This design comes from an exercise in tuning for small area, a short achievable clock period and few clock cycles per item on the open sky130 flow, not from production work. RTL that was checked went through simulation tests only; none was proved equivalent to the original.

== JK ==
==> module SQRT, before the edit <==
module SQRT(
	CLK, RST,
	START,
	DATA_IN,
	DATA_OUT,
	DONE
);
input			CLK, RST;
input			START;
input [15:0]	DATA_IN;
output [15:0]	DATA_OUT;
output			DONE;
reg			done_r;		 
reg [2:0]	iter;		 
reg [1:0]	cnt;		 
reg [15:0]	X;			 
reg [15:0]	G;			 
reg [11:0]	Q;			 
reg [7:0]	R;			 
function [8:0] DSTEP;
	input [7:0] r;
	input       b;
	input [7:0] d;
	reg   [7:0] t, g, p, gn, pn;
	reg         q;
	integer     i, k;
	begin
		t = {r[6:0], b};
		for (i = 0; i < 8; i = i + 1) begin
			g[i] = ~t[i] & d[i];
			p[i] = ~(t[i] ^ d[i]);
		end
		for (k = 1; k < 8; k = k * 2) begin
			gn = g; pn = p;
			for (i = k; i < 8; i = i + 1) begin
				gn[i] = g[i] | (p[i] & g[i-k]);
				pn[i] = p[i] & p[i-k];
			end
			g = gn; p = pn;
		end
		q = r[7] | ~g[7];
		DSTEP[8] = q;
		DSTEP[0] = q ? (t[0] ^ d[0]) : t[0];
		for (i = 1; i < 8; i = i + 1)
			DSTEP[i] = q ? (t[i] ^ d[i] ^ g[i-1]) : t[i];
	end
endfunction
wire [7:0]	gi    = G[15:8];
wire		first = (cnt == 2'd0);
wire		skip  = first & ((|gi[7:4]) | (X[15:12] < gi[3:0]));
wire [1:0]	nib   = first ? {1'b0, skip} : cnt;
wire		last  = (nib == 2'd3);
reg [3:0]	xb;
always @(*) begin
	case (nib)
	2'd0: xb = X[15:12];
	2'd1: xb = X[11:8];
	2'd2: xb = X[7:4];
	default: xb = X[3:0];
	endcase
end
wire [7:0]	r0 = first ? (skip ? {4'b0000, X[15:12]} : 8'd0) : R;
wire [8:0]	s3 = DSTEP(r0,       xb[3], gi);
wire [8:0]	s2 = DSTEP(s3[7:0],  xb[2], gi);
wire [8:0]	s1 = DSTEP(s2[7:0],  xb[1], gi);
wire [8:0]	s0 = DSTEP(s1[7:0],  xb[0], gi);
wire [3:0]	qn = {s3[8], s2[8], s1[8], s0[8]};
wire [11:0]	hi0 = G[15:4] + Q;
wire [11:0]	hi1 = G[15:4] + Q + 12'd1;
wire [4:0]	lo  = {1'b0, G[3:0]} + {1'b0, qn};
wire [15:0]	sum = {lo[4] ? hi1 : hi0, lo[3:0]};
wire [15:0]	ea  = {DATA_IN[15:4], 4'b0000};
wire [15:0]	eb  = ~{3'b000, DATA_IN[15:4], 1'b0};
wire [15:0]	ek  = 16'h0038;
wire [15:0]	ex  = ea ^ eb ^ ek;
wire [15:0]	ec  = (ea & eb) | (ek & (ea ^ eb));
wire [15:0]	g0  = ex + {ec[14:0], 1'b1};
wire		take = done_r & START;
always @(posedge CLK or posedge RST) begin
	if (RST)
		done_r <= 1'b1;
	else if (done_r)
		done_r <= ~START;
	else if (last && iter == 3'd4)
		done_r <= 1'b1;
end
always @(posedge CLK) begin
	R   <= s0[7:0];
	Q   <= first ? {8'd0, qn} : {Q[7:0], qn};
	cnt <= (done_r | last) ? 2'd0 : nib + 2'd1;
end
always @(posedge CLK) begin
	if (take) begin
		X    <= DATA_IN;
		G    <= g0;
		iter <= 3'd0;
	end else if (!done_r && last) begin
		G    <= {1'b0, sum[15:1]};
		iter <= iter + 3'd1;
	end
end
assign DONE     = done_r;
assign DATA_OUT = G;
endmodule
export LEC_CHECK = 0
export ABC_AREA = 1
export CAP_MARGIN = 20
export CORE_MARGIN = 2
export CORE_UTILIZATION = 40
export SLEW_MARGIN = 20
create_clock -name core_clock -period 34.0 [get_ports {CLK}]
run.sh (not shown) runs the stock make flow with config.mk's settings and CLKGATE_MAP_FILE= SYNTH_SCRIPT=/design/flow/synth_recipe.tcl, a recipe that flattens the netlist after the stock synthesis.
In summary, JK completed successfully, with a layout that passed the timing, design-rule and antenna checks.
### JK -> MS
==> flow/design.v <==
module SQRT(
	CLK, RST,
	START,
	DATA_IN,
	DATA_OUT,
	DONE
);
input			CLK, RST;
input			START;
input [15:0]	DATA_IN;
output [15:0]	DATA_OUT;
output			DONE;
reg			done_r;		 
reg [2:0]	iter;		 
reg			first;		 
reg [1:0]	nib;		 
reg [15:0]	X;			 
reg [15:0]	G;			 
reg [11:0]	Q;			 
reg [7:0]	R;			 
function [8:0] DSTEP;
	input [7:0] r;
	input       b;
	input [7:0] d;
	reg   [7:0] t, g, p, gn, pn;
	reg         q;
	integer     i, k;
	begin
		t = {r[6:0], b};
		for (i = 0; i < 8; i = i + 1) begin
			g[i] = ~t[i] & d[i];
			p[i] = ~(t[i] ^ d[i]);
		end
		for (k = 1; k < 8; k = k * 2) begin
			gn = g; pn = p;
			for (i = k; i < 8; i = i + 1) begin
				gn[i] = g[i] | (p[i] & g[i-k]);
				pn[i] = p[i] & p[i-k];
			end
			g = gn; p = pn;
		end
		q = r[7] | ~g[7];
		DSTEP[8] = q;
		DSTEP[0] = q ? (t[0] ^ d[0]) : t[0];
		for (i = 1; i < 8; i = i + 1)
			DSTEP[i] = q ? (t[i] ^ d[i] ^ g[i-1]) : t[i];
	end
endfunction
wire [7:0]	gi    = G[15:8];
wire		last  = (nib == 2'd3);
reg [3:0]	xb;
always @(*) begin
	case (nib)
	2'd0: xb = X[15:12];
	2'd1: xb = X[11:8];
	2'd2: xb = X[7:4];
	default: xb = X[3:0];
	endcase
end
wire [7:0]	r0 = first ? (nib[0] ? {4'b0000, X[15:12]} : 8'd0) : R;
wire [8:0]	s3 = DSTEP(r0,       xb[3], gi);
wire [8:0]	s2 = DSTEP(s3[7:0],  xb[2], gi);
wire [8:0]	s1 = DSTEP(s2[7:0],  xb[1], gi);
wire [8:0]	s0 = DSTEP(s1[7:0],  xb[0], gi);
wire [3:0]	qn = {s3[8], s2[8], s1[8], s0[8]};
wire [11:0]	hi0 = G[15:4] + Q;
wire [11:0]	hi1 = G[15:4] + Q + 12'd1;
wire [4:0]	lo  = {1'b0, G[3:0]} + {1'b0, qn};
wire [15:0]	sum = {lo[4] ? hi1 : hi0, lo[3:0]};
function SKIPS;
	input [11:0] h;		 
	input [3:0]  xt;	 
	begin
		SKIPS = (|h[11:9]) | (xt < h[8:5]);
	end
endfunction
wire		sk0 = SKIPS(hi0, X[15:12]);
wire		sk1 = SKIPS(hi1, X[15:12]);
wire		skn = lo[4] ? sk1 : sk0;
wire [15:0]	ea  = {DATA_IN[15:4], 4'b0000};
wire [15:0]	eb  = ~{3'b000, DATA_IN[15:4], 1'b0};
wire [15:0]	ek  = 16'h0038;
wire [15:0]	ex  = ea ^ eb ^ ek;
wire [15:0]	ec  = (ea & eb) | (ek & (ea ^ eb));
wire [15:0]	g0  = ex + {ec[14:0], 1'b1};
wire		take = done_r & START;
wire		sk_in = |DATA_IN[15:8] | (&DATA_IN[7:4]);
always @(posedge CLK or posedge RST) begin
	if (RST)
		done_r <= 1'b1;
	else if (done_r)
		done_r <= ~START;
	else if (last && iter == 3'd4)
		done_r <= 1'b1;
end
always @(posedge CLK) begin
	R   <= s0[7:0];
	Q   <= first ? {8'd0, qn} : {Q[7:0], qn};
end
always @(posedge CLK) begin
	if (take) begin
		X     <= DATA_IN;
		G     <= g0;
		iter  <= 3'd0;
		first <= 1'b1;
		nib   <= {1'b0, sk_in};
	end else if (!done_r) begin
		if (last) begin
			G     <= {1'b0, sum[15:1]};
			iter  <= iter + 3'd1;
			first <= 1'b1;
			nib   <= {1'b0, skn};
		end else begin
			first <= 1'b0;
			nib   <= nib + 2'd1;
		end
	end
end
assign DONE     = done_r;
assign DATA_OUT = G;
endmodule
--- outcome ---
- Run comparison: JK critical path endpoint G[14]$_DFFE_PP_; MS critical path endpoint nib[0]$_DFFE_PP_
- Critical path depth in MS vs JK: down about 13%
- Looking at area of the core across JK and MS, the one that comes out lower is JK.
- Compared with JK, in MS global-route met3 utilization went down 0.71 points; number of tapcells went up 8; met1 routing resource usage after global routing went up 0.58 points.
- Between JK and MS, largest stage delay on the critical path decreased.
- Between JK and MS, the synthesized area divided by synthesized cell count is lower for MS.
- Per the comparison of MS with JK, global-route wire length before repair went up about 5%; area share of fa/ha/maj cells after synthesis went up 0.71 points; post-layout instance area went up 5.4%.
No run of this note included a check of the RTL's function; only the layout flow was run.

* * *

run A:
Another version of the RTL of SQRT (not shown whole).
Size in the first run: about 690 cells after synthesis, about 60 flip-flops, ~36 I/O pins.
==> module SQRT, before the edit <==
module SQRT(
	CLK, RST,
	START,
	DATA_IN,
	DATA_OUT,
	DONE
);
input			CLK, RST;
input			START;
input [15:0]	DATA_IN;
output [15:0]	DATA_OUT;
output			DONE;
reg			done_r;		 
reg			init_r;		 
reg [2:0]	iter;		 
reg			first;		 
reg [1:0]	nib;		 
reg [15:0]	X;			 
reg [15:0]	G;			 
reg [11:0]	A;			 
reg [7:0]	R;			 
function [8:0] DSTEP;
	input [7:0] r;
	input       b;
	input [7:0] d;
	reg   [9:0] t;
	begin
		t = {1'b0, r, b} - {2'b00, d};
		if (t[9])
			DSTEP = {1'b0, r[6:0], b};
		else
			DSTEP = {1'b1, t[7:0]};
	end
endfunction
wire [7:0]	gi    = G[15:8];
wire		last  = (nib == 2'd3);
reg [3:0]	xb;
always @(*) begin
	case (nib)
	2'd0: xb = X[15:12];
	2'd1: xb = X[11:8];
	2'd2: xb = X[7:4];
	default: xb = X[3:0];
	endcase
end
wire [7:0]	r0 = first ? (nib[0] ? {4'b0000, X[15:12]} : 8'd0) : R;
wire [8:0]	s3 = DSTEP(r0,       xb[3], gi);
wire [8:0]	s2 = DSTEP(s3[7:0],  xb[2], gi);
wire [8:0]	s1 = DSTEP(s2[7:0],  xb[1], gi);
wire [8:0]	s0 = DSTEP(s1[7:0],  xb[0], gi);
wire [3:0]	qn = {s3[8], s2[8], s1[8], s0[8]};
reg [3:0]	gb;
always @(*) begin
	case (nib)
	2'd0: gb = G[15:12];
	2'd1: gb = G[11:8];
	2'd2: gb = G[7:4];
	default: gb = G[3:0];
	endcase
end
wire [11:0]	ain = first ? {8'd0, nib[0] ? G[15:12] : 4'd0} : A;
wire [11:0]	hi0 = ain;
wire [11:0]	hi1 = ain + 12'd1;
wire [4:0]	lo  = {1'b0, gb} + {1'b0, qn};
wire [15:0]	sum = {lo[4] ? hi1 : hi0, lo[3:0]};
function SKIPS;
	input [11:0] h;		 
	input [3:0]  xt;	 
	begin
		SKIPS = (|h[11:9]) | (xt < h[8:5]);
	end
endfunction
wire		sk0 = SKIPS(hi0, X[15:12]);
wire		sk1 = SKIPS(hi1, X[15:12]);
wire		skn = lo[4] ? sk1 : sk0;
wire [15:0]	ea  = {X[15:4], 4'b0000};
wire [15:0]	eb  = ~{3'b000, X[15:4], 1'b0};
wire [15:0]	ek  = 16'h0038;
wire [15:0]	ex  = ea ^ eb ^ ek;
wire [15:0]	ec  = (ea & eb) | (ek & (ea ^ eb));
wire [15:0]	ey  = {ec[14:0], 1'b1};
reg  [15:0]	g0;
reg  [16:0]	gc;
integer		j;
always @(*) begin
	gc[0] = 1'b0;
	for (j = 0; j < 16; j = j + 1) begin
		g0[j]   = ex[j] ^ ey[j] ^ gc[j];
		gc[j+1] = (ex[j] & ey[j]) | (gc[j] & (ex[j] ^ ey[j]));
	end
end
wire		take = done_r & START;
wire		sk_in = |X[15:8] | (&X[7:4]);
always @(posedge CLK or posedge RST) begin
	if (RST)
		init_r <= 1'b0;
	else
		init_r <= take;
end
always @(posedge CLK or posedge RST) begin
	if (RST)
		done_r <= 1'b1;
	else if (done_r)
		done_r <= ~START;
	else if (!init_r && last && iter == 3'd4)
		done_r <= 1'b1;
end
always @(posedge CLK) begin
	R   <= s0[7:0];
	A   <= sum[11:0];
end
always @(posedge CLK) begin
	if (take)
		X     <= DATA_IN;
	if (init_r) begin
		G     <= g0;
		iter  <= 3'd0;
		first <= 1'b1;
		nib   <= {1'b0, sk_in};
	end else if (!done_r) begin
		if (last) begin
			G     <= {1'b0, sum[15:1]};
			iter  <= iter + 3'd1;
			first <= 1'b1;
			nib   <= {1'b0, skn};
		end else begin
			first <= 1'b0;
			nib   <= nib + 2'd1;
		end
	end
end
assign DONE     = done_r;
assign DATA_OUT = G;
endmodule
Settings: LEC_CHECK=0, ABC_AREA=1, CAP_MARGIN=20, CORE_MARGIN=2, CORE_UTILIZATION=40, CTS_BUF_LIST=sky130_fd_sc_hd__clkbuf_4, SLEW_MARGIN=20; clock period 34.0 ns.
standard.sh (not shown) runs the stock make flow with config.mk's settings and CLKGATE_MAP_FILE= SYNTH_SCRIPT=/design/flow/synth_recipe.tcl, a recipe that flattens the netlist after the stock synthesis.
==> flow/flow/run.sh <==
#!/bin/bash
set -euo pipefail
bash standard.sh SETUP_SLACK_MARGIN=25.5 "BUFFER_PORTS_ARGS=-buffer_cell sky130_fd_sc_hd__buf_2" finish > make_finish.log 2>&1
Testbench counts of run A, summed over its fixed seeds: cycles 34,869, items 2,048.
Setup changes, run A to run B
diff --git a/flow/design.v b/flow/design.v
--- a/flow/design.v
+++ b/flow/design.v
@@ -57,24 +57,20 @@
 	2'd2: gb = G[7:4];
 	default: gb = G[3:0];
 	endcase
 end
 wire [11:0]	ain = first ? {8'd0, nib[0] ? G[15:12] : 4'd0} : A;
-wire [11:0]	hi0 = ain;
-wire [11:0]	hi1 = ain + 12'd1;
 wire [4:0]	lo  = {1'b0, gb} + {1'b0, qn};
-wire [15:0]	sum = {lo[4] ? hi1 : hi0, lo[3:0]};
+wire [15:0]	sum = {ain + {11'd0, lo[4]}, lo[3:0]};
 function SKIPS;
 	input [11:0] h;		 
 	input [3:0]  xt;	 
 	begin
 		SKIPS = (|h[11:9]) | (xt < h[8:5]);
 	end
 endfunction
-wire		sk0 = SKIPS(hi0, X[15:12]);
-wire		sk1 = SKIPS(hi1, X[15:12]);
-wire		skn = lo[4] ? sk1 : sk0;
+wire		skn = SKIPS(sum[15:4], X[15:12]);
 wire [15:0]	ea  = {X[15:4], 4'b0000};
 wire [15:0]	eb  = ~{3'b000, X[15:4], 1'b0};
 wire [15:0]	ek  = 16'h0038;
 wire [15:0]	ex  = ea ^ eb ^ ek;
 wire [15:0]	ec  = (ea & eb) | (ek & (ea ^ eb));
==> comparison <==
On run B: number of buffers added for setup after CTS is 6 higher than what run A gave.
Higher met3 layer usage reported by global route goes to run B over run A.
Diff run A -> run B: number of violations reported at the end of detailed-routing iteration 0 grew by 32, clock-buffer cell count shrank by 1, biggest fanout along the worst timing path grew by 1.
In the tables for run A and run B, die area reads lower with run B.
For run B, only the layout was checked, not whether the RTL still works.

* * *

== the reference run ==
Starting RTL as in the previous note.
==> flow/config.mk <==
export PLATFORM = sky130hd
export DESIGN_NAME = SQRT
export DESIGN_NICKNAME = SQRT
export VERILOG_FILES = /design/flow/design.v
export SDC_FILE = /design/flow/constraint.sdc
export NUM_CORES = 4
export LEC_CHECK = 0
export ABC_AREA = 1
export CAP_MARGIN = 20
export CORE_MARGIN = 2
export CORE_UTILIZATION = 40
export CTS_BUF_LIST = sky130_fd_sc_hd__clkbuf_4 sky130_fd_sc_hd__clkbuf_8
export CTS_CLUSTER_SIZE = 30
export SLEW_MARGIN = 20
==> flow/constraint.sdc <==
create_clock -name core_clock -period 34.0 [get_ports {CLK}]
set_input_delay 6.8000 -clock core_clock [delete_from_list [all_inputs] [get_ports {CLK}]]
set_output_delay 6.8000 -clock core_clock [all_outputs]
set_load 0.01 [all_outputs]
==> flow/flow/run.sh <==
#!/bin/bash
set -euo pipefail
bash standard.sh SETUP_SLACK_MARGIN=25 "BUFFER_PORTS_ARGS=-buffer_cell sky130_fd_sc_hd__buf_2" finish > make_finish.log 2>&1
Testbench counts of the reference run, summed over its fixed seeds: cycles 34,869, items 2,048.
Inputs modified between the reference run and the trial run:
diff --git a/flow/design.v b/flow/design.v
--- a/flow/design.v
+++ b/flow/design.v
@@ -12,5 +12,4 @@
 output			DONE;
 reg			done_r;		 
-reg			init_r;		 
 reg [2:0]	iter;		 
 reg			first;		 
@@ -24,11 +23,26 @@
 	input       b;
 	input [7:0] d;
-	reg   [9:0] t;
+	reg   [7:0] t, g, p, gn, pn;
+	reg         q;
+	integer     i, k;
 	begin
-		t = {1'b0, r, b} - {2'b00, d};
-		if (t[9])
-			DSTEP = {1'b0, r[6:0], b};
-		else
-			DSTEP = {1'b1, t[7:0]};
+		t = {r[6:0], b};
+		for (i = 0; i < 8; i = i + 1) begin
+			g[i] = ~t[i] & d[i];
+			p[i] = ~(t[i] ^ d[i]);
+		end
+		for (k = 1; k < 8; k = k * 2) begin
+			gn = g; pn = p;
+			for (i = k; i < 8; i = i + 1) begin
+				gn[i] = g[i] | (p[i] & g[i-k]);
+				pn[i] = p[i] & p[i-k];
+			end
+			g = gn; p = pn;
+		end
+		q = r[7] | ~g[7];
+		DSTEP[8] = q;
+		DSTEP[0] = q ? (t[0] ^ d[0]) : t[0];
+		for (i = 1; i < 8; i = i + 1)
+			DSTEP[i] = q ? (t[i] ^ d[i] ^ g[i-1]) : t[i];
 	end
 endfunction
@@ -74,28 +88,12 @@
 wire		sk1 = SKIPS(hi1, X[15:12]);
 wire		skn = lo[4] ? sk1 : sk0;
-wire [15:0]	ea  = {X[15:4], 4'b0000};
-wire [15:0]	eb  = ~{3'b000, X[15:4], 1'b0};
+wire [15:0]	ea  = {DATA_IN[15:4], 4'b0000};
+wire [15:0]	eb  = ~{3'b000, DATA_IN[15:4], 1'b0};
 wire [15:0]	ek  = 16'h0038;
 wire [15:0]	ex  = ea ^ eb ^ ek;
 wire [15:0]	ec  = (ea & eb) | (ek & (ea ^ eb));
-wire [15:0]	ey  = {ec[14:0], 1'b1};
-reg  [15:0]	g0;
-reg  [16:0]	gc;
-integer		j;
-always @(*) begin
-	gc[0] = 1'b0;
-	for (j = 0; j < 16; j = j + 1) begin
-		g0[j]   = ex[j] ^ ey[j] ^ gc[j];
-		gc[j+1] = (ex[j] & ey[j]) | (gc[j] & (ex[j] ^ ey[j]));
-	end
-end
+wire [15:0]	g0  = ex + {ec[14:0], 1'b1};
 wire		take = done_r & START;
-wire		sk_in = |X[15:8] | (&X[7:4]);
-always @(posedge CLK or posedge RST) begin
-	if (RST)
-		init_r <= 1'b0;
-	else
-		init_r <= take;
-end
+wire		sk_in = |DATA_IN[15:8] | (&DATA_IN[7:4]);
 always @(posedge CLK or posedge RST) begin
 	if (RST)
@@ -103,5 +101,5 @@
 	else if (done_r)
 		done_r <= ~START;
-	else if (!init_r && last && iter == 3'd4)
+	else if (last && iter == 3'd4)
 		done_r <= 1'b1;
 end
@@ -111,7 +109,6 @@
 end
 always @(posedge CLK) begin
-	if (take)
+	if (take) begin
 		X     <= DATA_IN;
-	if (init_r) begin
 		G     <= g0;
 		iter  <= 3'd0;
[summary]
The trial run went all the way through synthesis, placement and routing and the layout is clean on timing, DRC and antenna.
In the reports for the trial run and the reference run, the smaller pre-CTS worst setup slack belongs to the trial run.
For the via count, the trial run came in 628 higher than the reference run did.
NOTE synthesized area the reference run->the trial run increased by a little under 10%
Routed wire length: higher on the trial run
Cmp the trial run and the reference run / sequential share of layout area / higher: the reference run
Highest net fanout along the worst path delta for the trial run relative to the reference run: 8 lower
Going from the reference run to the trial run, the die area was enlarged.
Against the reference run, the trial run reports a worst hold margin that is lower.
The reference run -> the trial run: design area increased by a little under 10%
Testbench counts of the trial run, summed over its fixed seeds: cycles 32,821, items 2,048.

[what the ideal ports hide]
Ports are ideal in the flow. The routed layouts listed here were re-timed in OpenROAD.
Step 1 sets driving cells, clkbuf_16 on the clock port and buf_2 on the other inputs (assumed; they add their load-dependent delay and slew).
Step 2 times the ports against the registers' clock, not the clock port: input delays grow and output delays shrink by t, the midpoint of the rising clock arrivals with the driver on.
Slacks: ideal ports / drivers / drivers and shift; pairs: ideal ports / drivers.
run	t (ns)	slack for setup (ns)	worst slew at a driven data input, ns
JK	0.364	23.673 / 23.673 / 23.673	0.04
MS	0.361	24.225 / 24.225 / 24.179	0.04
run A	0.422	26.021 / 25.994 / 26.125	0.04
run B	0.443	25.925 / 25.925 / 25.925	0.03
the reference run	0.373	25.659 / 25.659 / 25.659	0.04
the trial run	0.372	25.292 / 25.298 / 24.925	0.03
After both steps every run listed still meets setup and hold. For the trial run, which loses most, drivers alone change the setup slack by +0.006 ns; drivers and shift together by -0.367 ns.
